This is an optimization exercise on Yosys and OpenROAD, whose aim is small area, not a production implementation. At most, simulation tests tie the RTL to the original design; equivalence was not proved.

==> trial 15: inputs <==
// typing_test_top
module typing_test_top(
        input wire clk,
        input wire rst,  
        input wire [3:0] rows,
        output wire [3:0] cols,
        output wire [3:0] Anode_Activate,
        output wire [6:0] LED_out,
        output wire SSD_Anode_Activate,
        output wire [6:0] SSD_LED_out
    );
clock: 160.0 ns
lec_check: 0
abc_area: 0
cap_margin: 20
core_margin: 2
core_utilization: 70
slew_margin: 20
standard.sh (not shown) runs the stock make flow with config.mk's settings and CLKGATE_MAP_FILE= SYNTH_SCRIPT=/design/flow/synth_recipe.tcl, a recipe that flattens the netlist after the stock synthesis.
==> flow/flow/run.sh <==
#!/bin/bash
# The standard layout (standard.sh), with two changes: the ports are buffered
# with the smallest buffer, and clock tree synthesis adds no dummy loads and
# builds its tree from clkbuf_8.
set -euo pipefail
export BUFFER_PORTS_ARGS="-buffer_cell sky130_fd_sc_hd__buf_1"
export CTS_ARGS="-sink_clustering_enable -repair_clock_nets -dont_use_dummy_load -buf_list sky130_fd_sc_hd__clkbuf_8"
bash standard.sh finish > standard.log 2>&1
==> build 38: changes against trial 15 <==
--- a/flow/design.v
+++ b/flow/design.v
@@ -229,17 +229,17 @@
     wire [15:0] dv = aj ? S : lj ? {2'd0, wc} : E;
     wire [20:0] xs = add20(X, st_add ? {16'd0, a} : {4'hF, ~dv}, !st_add && (aj || (!lj && job1)));
     wire fits = xs[20];
     wire fits_e = fits && !lj;
     wire p5 = p[2] & p[0];
     wire p3 = !p[2] & p[1] & p[0];
     wire last = lj ? p3 : p5;
     wire m6 = p[2] && !p[0] && !ax;      
-    wire [20:0] xm = add20({2'd0, X[17:0]}, m6 ? {1'b0, X[17:0], 1'b0} : {X[17:0], 2'b00}, 1'b0);
+    wire [20:0] xm = add20({4'd0, X[15:0]}, m6 ? {3'd0, X[15:0], 1'b0} : {2'd0, X[15:0], 2'b00}, 1'b0);
     wire [19:0] xsc = {xm[18:0], 1'b0};
     wire [3:0] uh = vh;
     wire [3:0] uo = vo;
     wire [20:0] uh10_w = add20({16'd0, uo}, {16'd0, uh[2:0], 1'b0}, 1'b0);
     wire [3:0] uh10 = {uh10_w[3] ^ uh[0], uh10_w[2:0]};                   
     wire [3:0] f6 = {1'b0,
                      uo[3] | (uo[2] & uo[1] & uo[0]),
                      ~uo[3] & uo[2] & ~(uo[1] & uo[0]),
- CORE_UTILIZATION: 70 -> 60
==> build 54: changes against trial 15 <==
--- a/flow/design.v
+++ b/flow/design.v
@@ -27,43 +27,32 @@
         begin
             c = 1'b1;
             for (i = 0; i < 16; i = i + 1) begin
                 inc16[i] = a[i] ^ c;
                 c = c & a[i];
             end
         end
     endfunction
-    function [15:0] inc16c(input [15:0] a, input ci);
-        integer i;
-        reg c;
-        begin
-            c = ci;
-            for (i = 0; i < 16; i = i + 1) begin
-                inc16c[i] = a[i] ^ c;
-                c = c & a[i];
-            end
-        end
-    endfunction
     function [3:0] mod10(input [3:0] x);
         mod10 = (x[3] & (x[2] | x[1])) ? {1'b0, x[2] & x[1], ~x[1], x[0]} : x;
     endfunction
     reg [12:0] cnt;
     wire cnt_wrap = &{cnt[12], cnt[10:8], cnt[6:5], cnt[3:0]};  
     wire one_hz = ~|cnt;
     wire fast_tick = (cnt[3:0] == 4'd7);
     wire [15:0] cnt_inc = inc16({3'd0, cnt});
     always @(posedge clk) begin
         if (rst || cnt_wrap) cnt <= 13'd0;
         else cnt <= cnt_inc[12:0];
     end
     reg [1:0] led_select;
     always @(posedge clk) begin
         if (rst) led_select <= 2'd0;
-        else led_select <= {led_select[1] ^ (led_select[0] & fast_tick), led_select[0] ^ fast_tick};
+        else if (fast_tick) led_select <= {led_select[1] ^ led_select[0], ~led_select[0]};
     end
     reg [6:0] timer;
     reg sampling;
     reg [1:0] col_select;    
     reg [3:0] dec;
     reg bp;                  
     reg rise;                
     wire scan   = !sampling && timer[5] && timer[3];                
@@ -108,17 +97,17 @@
         end else begin
             if (scan) begin
                 timer <= 7'd0;
                 sampling <= 1'b1;
             end else begin
                 timer <= timer_inc[6:0];
                 if (sample) sampling <= 1'b0;
             end
-            col_select <= {col_select[1] ^ (col_select[0] & scan1), col_select[0] ^ scan1};
+            if (scan1) col_select <= {col_select[1] ^ col_select[0], ~col_select[0]};
             if (sample) begin
                 rise <= any_row && !bp;
                 if (any_row && !bp) begin
                     bp <= 1'b1;
                     if (dec_hit) dec <= dec_next;
                 end
                 if (!any_row && bp) bp <= 1'b0;
             end
@@ -134,18 +123,19 @@
     reg [1:0] mode;          
     reg pm10;                
     reg [1:0] cdig;          
     reg [3:0] nw0, nw1, nw2, nw3;    
     reg [15:0] cw;           
     reg cw_rev;              
     reg [3:0] acc_d1, acc_d2;        
     reg [3:0] at, ao;                
-    reg [13:0] wc;                   
+    reg [15:0] cd;                   
     reg [15:0] S;                    
+    reg nz;                          
     reg [15:0] E;
     reg [3:0] e_one, e_ten;          
     wire is_sel  = (mode == 2'd0);
     wire is_test = (mode == 2'd1);
     wire is_res  = mode[1];
     wire key_b = (dec == 4'hB);
     wire nw_zero = ~|{nw3, nw2, nw1, nw0};
     wire start = press && !key_b && is_sel && (dec == 4'hA) && !nw_zero;
@@ -171,23 +161,21 @@
             nd1 = 4'd10;
             nd2 = 4'd10;
         end else begin
             nd2 = ao;
             if (at == 4'd0 && o_lt) nd1 = le6 ? 4'd9 : 4'd8;
             else nd1 = o_lt ? at_m[3:0] : at;
         end
     end
-    wire [15:0] wc_next = inc16c({2'd0, wc}, word_done);
-    wire nz = (|wc) | ~&cdig;        
-    wire e_one9 = e_one[3] & e_one[0];
-    wire [15:0] E_next = inc16c(E, tick);
-    wire [15:0] e_one_next = inc16c({12'd0, e_one}, tick);
-    wire [15:0] e_ten_next = inc16c({12'd0, e_ten}, tick && e_one9);
-    wire [15:0] S_next = inc16c(S, tpress);
+    wire [15:0] S_inc = inc16(S);
+    wire [15:0] cd_inc = inc16(cd);
+    wire [15:0] E_inc = inc16(E);
+    wire [15:0] e_one_inc = inc16({12'd0, e_one});
+    wire [15:0] e_ten_inc = inc16({12'd0, e_ten});
     always @(posedge clk) begin
         if (rst) begin
             mode <= 2'd0;
             pm10 <= 1'b0;
             cdig <= 2'd3;
             {nw3, nw2, nw1, nw0} <= 16'd0;
         end else begin
             pm10 <= is_res;
@@ -217,40 +205,56 @@
     reg st;                  
     reg aj;                  
     reg lj;                  
     reg wjp;                 
     reg job1;
     reg lastw;
     wire ax = aj || lj;
     wire running = ax || wjp;
-    wire [1:0] ni = is_sel ? led_select : p[1:0];
-    wire [3:0] nwn = ni[1] ? (ni[0] ? nw0 : nw1) : (ni[0] ? nw2 : nw3);
-    wire [3:0] a = p[2] ? 4'd0 : nwn;
+    reg [3:0] a;
+    always @(*) begin
+        case (p)
+            3'd0: a = nw3;
+            3'd1: a = nw2;
+            3'd2: a = nw1;
+            3'd3: a = nw0;
+            default: a = 4'd0;
+        endcase
+    end
     wire st_add = !st;
-    wire [15:0] dv = aj ? S : lj ? {2'd0, wc} : E;
+    wire [15:0] dv = aj ? S : lj ? {2'd0, cd_inc[15:2]} : E;
     wire [20:0] xs = add20(X, st_add ? {16'd0, a} : {4'hF, ~dv}, !st_add && (aj || (!lj && job1)));
     wire fits = xs[20];
     wire fits_e = fits && !lj;
     wire p5 = p[2] & p[0];
     wire p3 = !p[2] & p[1] & p[0];
     wire last = lj ? p3 : p5;
     wire m6 = p[2] && !p[0] && !ax;      
     wire [20:0] xm = add20({2'd0, X[17:0]}, m6 ? {1'b0, X[17:0], 1'b0} : {X[17:0], 2'b00}, 1'b0);
     wire [19:0] xsc = {xm[18:0], 1'b0};
-    wire [3:0] uh = vh;
-    wire [3:0] uo = vo;
+    wire [3:0] uh = aj ? at : vh;
+    wire [3:0] uo = aj ? ao : vo;
     wire [20:0] uh10_w = add20({16'd0, uo}, {16'd0, uh[2:0], 1'b0}, 1'b0);
     wire [3:0] uh10 = {uh10_w[3] ^ uh[0], uh10_w[2:0]};                   
-    wire [3:0] f6 = {1'b0,
-                     uo[3] | (uo[2] & uo[1] & uo[0]),
-                     ~uo[3] & uo[2] & ~(uo[1] & uo[0]),
-                     (~uo[3] & ~uo[2] & uo[1]) | (uo[2] & (uo[1] ^ uo[0])) | (uo[3] & uo[0])};
-    wire [3:0] g6 = uo[0] ? {~uo[3] & ~uo[2] & uo[1], ~uo[2] & ~uo[1],
-                             (~uo[3] & ~uo[2] & ~uo[1]) | (uo[2] & uo[1]), 1'b0} : uo;
+    reg [3:0] f6, g6;
+    always @(*) begin
+        case (uo)
+            4'd0: begin f6 = 4'd0; g6 = 4'd0; end
+            4'd1: begin f6 = 4'd0; g6 = 4'd6; end
+            4'd2: begin f6 = 4'd1; g6 = 4'd2; end
+            4'd3: begin f6 = 4'd1; g6 = 4'd8; end
+            4'd4: begin f6 = 4'd2; g6 = 4'd4; end
+            4'd5: begin f6 = 4'd3; g6 = 4'd0; end
+            4'd6: begin f6 = 4'd3; g6 = 4'd6; end
+            4'd7: begin f6 = 4'd4; g6 = 4'd2; end
+            4'd8: begin f6 = 4'd4; g6 = 4'd8; end
+            default: begin f6 = 4'd5; g6 = 4'd4; end
+        endcase
+    end
     wire [20:0] uh6_w = add20({16'd0, uh[1:0], 2'b00}, {16'd0, uh[2:0], 1'b0}, 1'b0);
     wire [20:0] uh6_x = add20({16'd0, uh6_w[3:0]}, {16'd0, f6}, 1'b0);
     wire [3:0] uh6 = uh6_x[3:0];                                           
     wire uo9 = uo[3] & uo[0];
     wire [15:0] uh_inc = inc16({12'd0, uh});
     wire [15:0] uo_inc = inc16({12'd0, uo});
     reg [3:0] un_h, un_o;    
     always @(*) begin
@@ -284,31 +288,29 @@
             wjp <= 1'b1;
             job1 <= 1'b0;
         end else begin
             if (wj_done) begin
                 if (job1 || tick) begin
                     ch <= vh;
                     co <= vo;
                     job1 <= 1'b0;
-                end else if (!init_aj) wjp <= 1'b0;
-            end else if (init_aj) begin
-                wjp <= 1'b1;     
+                end else wjp <= 1'b0;
             end else if (tick) begin
                 if (wjp) job1 <= 1'b1;
                 else begin
                     ch <= vh;
                     co <= vo;
                     wjp <= 1'b1;
                 end
             end
         end
-        if (lj_done) lastw <= !fits || ~|xs[19:0];     
+        if (lj_done) lastw <= !fits;
         if (init_aj) begin
-            X <= {4'd0, wc, ~cdig};
+            X <= {4'd0, cd};
             p <= 3'd3;
             st <= 1'b1;
         end else if (init_lj || init_wj) begin
             X <= 20'd0;
             p <= 3'd0;
             st <= 1'b0;
         end else begin
             X <= (!st || fits_e) ? xs[19:0] : xsc;
@@ -322,58 +324,71 @@
             aj <= 1'b0;
             lj <= 1'b0;
         end else begin
             if (init_aj) aj <= 1'b1;
             else if (aj_done) aj <= 1'b0;
             if (init_lj) lj <= 1'b1;
             else if (lj_done) lj <= 1'b0;
         end
-        if (init_wj || init_aj) begin
+        if (init_wj) begin
             vh <= 4'd0;
             vo <= 4'd0;
-        end else if (running && !lj) begin
+        end else if (running && !ax) begin
             vh <= un_h;
             vo <= un_o;
         end
-        S <= start ? 16'hFFFF : S_next;
-        wc <= start ? 14'd0 : wc_next[13:0];
         if (start) begin
             at <= 4'd10;
             ao <= 4'd0;
             acc_d1 <= 4'd0;
             acc_d2 <= 4'd0;
+            cd <= 16'd0;
+            S <= 16'hFFFF;
+            nz <= 1'b0;
         end else if (tpress) begin
             acc_d1 <= nd1;
             acc_d2 <= nd2;
-            if (!nz) begin
-                at <= 4'd10;
-                ao <= 4'd0;
+            S <= S_inc;
+            if (correct) begin
+                cd <= cd_inc;
+                nz <= 1'b1;
             end
-        end else if (aj_done) begin
-            at <= vh;
-            ao <= vo;
+            at <= nz ? 4'd0 : 4'd10;
+            ao <= 4'd0;
+        end else if (aj) begin
+            at <= un_h;
+            ao <= un_o;
         end
     end
     always @(posedge clk) begin
         if (start || word_done) begin
             cw <= lfsr;
             cw_rev <= start;
         end
-        E <= start ? 16'd0 : E_next;
-        e_one <= (start || (tick && e_one9)) ? 4'd0 : e_one_next[3:0];
-        e_ten <= start ? 4'd0 : e_ten_next[3:0];
+        if (start) begin
+            E <= 16'd0;
+            e_one <= 4'd0;
+            e_ten <= 4'd0;
+        end else if (tick) begin
+            E <= E_inc;
+            if (e_one[3] & e_one[0]) begin
+                e_one <= 4'd0;
+                e_ten <= e_ten_inc[3:0];
+            end else e_one <= e_one_inc[3:0];
+        end
     end
     wire one_en = !pm10 && (cdig == 2'd3);
     wire two_en = !pm10 && cdig[1];
     wire three_en = |cdig;
     wire [1:0] ls = led_select;
     wire en = (ls == 2'd0) ? one_en : (ls == 2'd1) ? two_en : (ls == 2'd2) ? three_en : 1'b1;
     wire [1:0] ci = ~ls ^ {cw_rev, cw_rev};
     wire [3:0] cwn = ci[1] ? (ci[0] ? cw[15:12] : cw[11:8]) : (ci[0] ? cw[7:4] : cw[3:0]);
+    wire [3:0] nwn = ls[1] ? (ls[0] ? nw0 : nw1) : (ls[0] ? nw2 : nw3);
     wire [3:0] rsn = ls[1] ? (ls[0] ? co : ch) : (ls[0] ? e_one : e_ten);
     wire [3:0] dsel = mode[1] ? rsn : mode[0] ? mod10(cwn) : nwn;
     wire [3:0] bcd = en ? dsel : 4'd0;
     assign Anode_Activate = en ? ~(4'b1000 >> ls) : 4'b1111;
     reg [6:0] seg;
     always @(*) begin
         case (bcd)
             4'd1: seg = 7'b1001111;
==> flow/flow/run.sh (replaced) <==
#!/bin/bash
# The standard layout (standard.sh), with two changes: the ports are buffered
# with the smallest buffer, and clock tree synthesis adds no dummy loads.
set -euo pipefail
export BUFFER_PORTS_ARGS="-buffer_cell sky130_fd_sc_hd__buf_1"
export CTS_ARGS="-sink_clustering_enable -repair_clock_nets -dont_use_dummy_load -buf_list sky130_fd_sc_hd__clkbuf_4 -sink_clustering_size 8 -sink_clustering_max_diameter 50"
bash standard.sh finish > standard.log 2>&1
- ABC_AREA: 0 -> 1
- CORE_UTILIZATION: 70 -> 60
- CTS_BUF_LIST: unset -> sky130_fd_sc_hd__clkbuf_4
- CTS_CLUSTER_DIAMETER: unset -> 50
- CTS_CLUSTER_SIZE: unset -> 8
==> flow_summary.toml <==
[power_and_ir_drop]
powerDensity_nw_per_um2 = 14.17

[synthesis]
syn_inst = 1198

[worst_hold_path]
whs_path_depth = 0

[cells_and_area]
areaGrowthSynthToFinish_pct = 3.246

[sta]
finClkSkew_ns = 0.04218

[status]
status = "no timing/DRC/antenna violations"

[grt]
grt_pass1_wl_um = 40140
the above is filed under trial 15

==> flow_summary.toml <==
[synthesis]
syn_inst = 1585

[power_and_ir_drop]
powerDensity_nw_per_um2 = 6.343

[grt]
grt_pass1_wl_um = 48030

[sta]
finClkSkew_ns = 0.06686

[worst_hold_path]
whs_path_depth = 2

[status]
status = "no timing/DRC/antenna violations"
the above is filed under build 54

==> flow_summary.toml <==
[synthesis]
syn_inst = 1193

[grt]
grt_pass1_wl_um = 41390

[status]
status = "no timing/DRC/antenna violations"

[cells_and_area]
final_cell_mix = "dfxtp_1 (182), nor2_1 (112), nand2_1 (106)"
areaGrowthSynthToFinish_pct = 4.121
drive_gt1_share_pct = 7.239

[clocking]
cts-root-buf = "clkbuf_8"

[power_and_ir_drop]
powerDensity_nw_per_um2 = 13.76

[floorplanning]
nWellTaps = 234

[routing]
wl_um = 24670
the above is filed under build 38

Function not checked in build 38 and build 54: the RTL went through the layout flow alone.

afterwards: timing with drivers on the ports:
The results above use ideal ports. As a check the final layouts listed here were re-extracted and re-timed, cells and wires unchanged.
Step 1 assumes that a clkbuf_16 drives the clock port and a buf_2 every other input.
Step 2 moves the port delays by t, midway between the first and last clock arrival at a register: inputs arrive t later, outputs are due t later. That takes back most of the time a late clock gives input paths.
Three values: ideal ports, drivers, drivers and shift; two values: the first two.
run | shift t [ns] | slack for setup (ns) | cell pins on the clock port's net
trial 15 | 0.484 | 124.367 / 124.330 / 124.814 | 1
build 38 | 0.495 | 124.122 / 124.083 / 124.579 | 1
build 54 | 0.722 | 123.801 / 123.759 / 124.481 | 1
After both steps every run listed still meets setup and hold.
